Source: an optimization exercise on an open RTL-to-GDS flow (aim: a short achievable clock period and few clock cycles). Production flows keep margins and buffers that such runs may drop.
Power figures rest on the tool's default switching activity, not on a simulated workload.

Design main, start of the top module:
module main(clk, rst, mem_rdata, mem_addr, mem_wdata, mem_we);
Size: ~2100 cells after synthesis, ~330 flip-flops, roughly 18000 sq um of cells after synthesis.
export LEC_CHECK = 0
export ABC_CLOCK_PERIOD_IN_PS = 1800
export CAP_MARGIN = 20
export CORE_MARGIN = 2
export CORE_UTILIZATION = 40
export GPL_TIMING_DRIVEN = 1
export SETUP_SLACK_MARGIN = 3.6
export SLEW_MARGIN = 20
export TNS_END_PERCENT = 100
create_clock -name core_clock -period 5.5 [get_ports {clk}]
run.sh (not shown) runs the stock make flow with config.mk's settings and CLKGATE_MAP_FILE= SYNTH_SCRIPT=/design/flow/synth_recipe.tcl, a recipe that flattens the netlist after the stock synthesis.
==> next run, changes <==
--- a/flow/design.v
+++ b/flow/design.v
@@ -17,17 +17,16 @@
 	reg [7:0] smc_a;                   
 	reg [63:0] rf;
 	reg fz, fc;
 	reg [7:0] res_q;                   
 	reg [2:0] res_wa;
 	reg res_we;
 	reg dv;
 	reg [15:0] ir;
-	reg [7:0] d_fa1, e_fa1;             
 	reg [7:0] d_fa2_q;                 
 	reg [7:0] oh_n, oh_d, oh_m;        
 	reg [7:0] ext_q;                   
 	reg [7:0] d_fa;
 	reg d_pred;
 	reg mE_n, mE_d, mE_m, mR_n, mR_d, mR_m;
 	reg v;
 	reg [7:0] e_fa;
@@ -162,52 +161,45 @@
 	wire [7:0] a_oth2 = {inc8({1'b0, a_oth[7:1]}), a_oth[0]};
 	wire [7:0] a_m2 = {inc8({1'b0, a_m[7:1]}), a_m[0]};
 	wire [7:0] fa2 = a_selm ? a_m2 : a_oth2;
 	wire [7:0] m_a = {M[7:6] & {2{k_bip}}, M[5:0]};
 	wire own_selm = (k_fetch & f_jump) | k_bip;
 	wire [7:0] own_oth = k_fetch ? fa2 : fpc;
 	wire own_bip = k_fetch ? f_bi : (~k_bip & fpc_bip);
 	wire next_e_st = adv ? (dv & (ir[15:13] == 3'b100)) : (v & e_st);
-	wire hitE = v & ((a_oth == e_fa) | (a_oth == e_fa1));
-	wire hitD = dv & ((a_oth == d_fa) | (a_oth == d_fa1));
+	wire hitE = v & ((a_oth == e_fa) | (a_oth == inc8(e_fa)));
+	wire hitD = dv & ((a_oth == d_fa) | (a_oth == inc8(d_fa)));
 	wire [7:0] ld_data = mem_rdata[7:0];
-	wire [7:0] n_oth_e = ~adv ? fpc :
-	                     smc_q ? smc_a :
-	                     mispred ? e_alt : own_oth;
-	wire n_selm = adv & ~smc_q & ~mispred & ~e_mem & own_selm;
+	wire [7:0] n_oth = rst ? 8'd0 :
+	                   ~adv ? fpc :
+	                   smc_q ? smc_a :
+	                   mispred ? e_alt :
+	                   e_mem ? mar : own_oth;
+	wire n_selm = ~rst & adv & ~smc_q & ~mispred & ~e_mem & own_selm;
 	always @(posedge clk) begin
-		if (rst) begin
-			a_oth <= 8'd0;
-			a_selm <= 1'b0;
-			ao_o <= 8'd0;
-			am_o <= 8'd0;
-			addr_o <= 8'd0;
-		end else begin
-			a_oth <= e_mem ? mar : n_oth_e;
-			a_selm <= n_selm;
-			ao_o <= e_mem ? mar : (n_selm ? 8'd0 : n_oth_e);
-			am_o <= n_selm ? m_a : 8'd0;
-			addr_o <= e_mem ? mar : (n_selm ? m_a : n_oth_e);
-		end
+		a_oth <= n_oth;
+		a_selm <= n_selm;
+		ao_o <= n_selm ? 8'd0 : n_oth;
+		am_o <= n_selm ? m_a : 8'd0;
+		addr_o <= n_selm ? m_a : n_oth;
 		wdata_q <= S;
 	end
 	integer i;
 	always @(posedge clk) begin
 		if (rst) begin
 			k_fetch <= 1'b1; k_ld <= 1'b0; k_st <= 1'b0; k_bip <= 1'b0;
 			smc_q <= 1'b0;
 			we_q <= 1'b0;
 			v <= 1'b0;
 			dv <= 1'b0;
 			fpc_bip <= 1'b0;
 			res_we <= 1'b0;
 			fz <= 1'b0; fc <= 1'b0;
 			rf <= {8'd0, 8'd6, 8'd5, 8'd4, 8'd3, 8'd2, 8'd1, 8'd0};
-			res_q <= 8'd0; res_wa <= 3'd0; e_fa <= 8'd0; e_fa1 <= 8'd0; d_fa1 <= 8'd0;
 			ir <= 16'd0; d_fa <= 8'd0; d_fa2_q <= 8'd0; ext_q <= 8'd0;
 			oh_n <= 8'd0; oh_d <= 8'd0; oh_m <= 8'd0;
 			opA <= 8'd0; opB <= 8'd0; opS <= 8'd0;
 			e_arith <= 1'b0; e_sub <= 1'b0; e_and <= 1'b0; e_or <= 1'b0; e_xor <= 1'b0; e_shf <= 1'b0; e_passb <= 1'b0;
 			rsel <= 8'd0; smask <= 8'd0;
 		end else begin
 			if (res_we) begin
 				for (i = 0; i < 8; i = i + 1)
@@ -221,17 +213,16 @@
 				fc <= c_new;
 			end
 			we_q <= 1'b0;
 			a_m <= m_a;
 			if (adv) begin
 				smc_q <= 1'b0;
 				v <= dv & ~mispred;
 				e_fa <= d_fa;
-				e_fa1 <= d_fa1;
 				e_wr <= d_wr;
 				e_setf <= d_alu0 | d_alu1;
 				e_arith <= (d_alu0 & ~d_mov) | d_mem;
 				e_sub <= d_sub;
 				e_and <= d_alu1 & (I[13:11] == 3'b000);
 				e_or  <= d_alu1 & (I[13:11] == 3'b001);
 				e_xor <= d_alu1 & (I[13:11] == 3'b010);
 				e_shf <= d_shift;
@@ -249,17 +240,16 @@
 				opS <= d_opS;
 				iA <= d_iA; iB <= I[2:0]; iS <= I[10:8];
 				uA <= d_uA; uB <= d_uB; uS <= d_uS;
 				rsel <= 8'd1 << d_ramt;
 				smask <= d_mask;
 				dv <= k_fetch & ~mispred;
 				ir <= M;
 				d_fa2_q <= fa2;
-				d_fa1 <= a_selm ? inc8(a_m) : inc8(a_oth);
 				oh_n <= 8'd1 << M[7:5];
 				oh_d <= 8'd1 << M[10:8];
 				oh_m <= 8'd1 << M[2:0];
 				ext_q <= {3'b000, M[4:0]} << M[7:5];
 				d_fa <= addr;
 				d_pred <= f_pbne;
 				mE_n <= d_wr & (I[10:8] == M[7:5]);
 				mE_d <= d_wr & (I[10:8] == M[10:8]);
Core utilization increases by 0.22 points.
Wire length decreases by 5.2%.
Sequential share of layout area increases by 0.60 points.
Critical path depth is unchanged.
Global-route usage increases by 0.69 points.
First-iteration DRC count decreases by 18%.
Cell count decreases by 6.2%.
Power decreases by 7.4%.
Die area decreases by 3.5%.
Synthesized area decreases by 3.6%.
No functional check of the RTL was part of any run of this note.

[what the ideal ports hide]
How much do the figures lean on ideal ports? The routed layouts below were timed once more, with nothing changed but the port constraints. Step 1 assumes that a clkbuf_16 drives the clock port and a buf_2 every other input. Step 2, shift: input delay + t, output delay - t, t = (earliest + latest rising clock arrival at the registers) / 2. This alone moves slack from input paths to output paths. Slacks: ideal / step 1 / step 2; pairs: ideal / step 1.
run	t (ns)	slack for setup (ns)	hold slack, ns	worst setup path at the end
the first run	0.623	3.207 / 3.207 / 2.617	0.351 / 0.351 / 0.351	input to register
the second run	0.589	3.147 / 3.147 / 2.718	0.350 / 0.350 / 0.350	input to register
After both steps setup and hold are still met in every run listed. For the first run, which loses most, drivers alone change the setup slack by 0.000 ns; drivers and shift together by -0.590 ns.
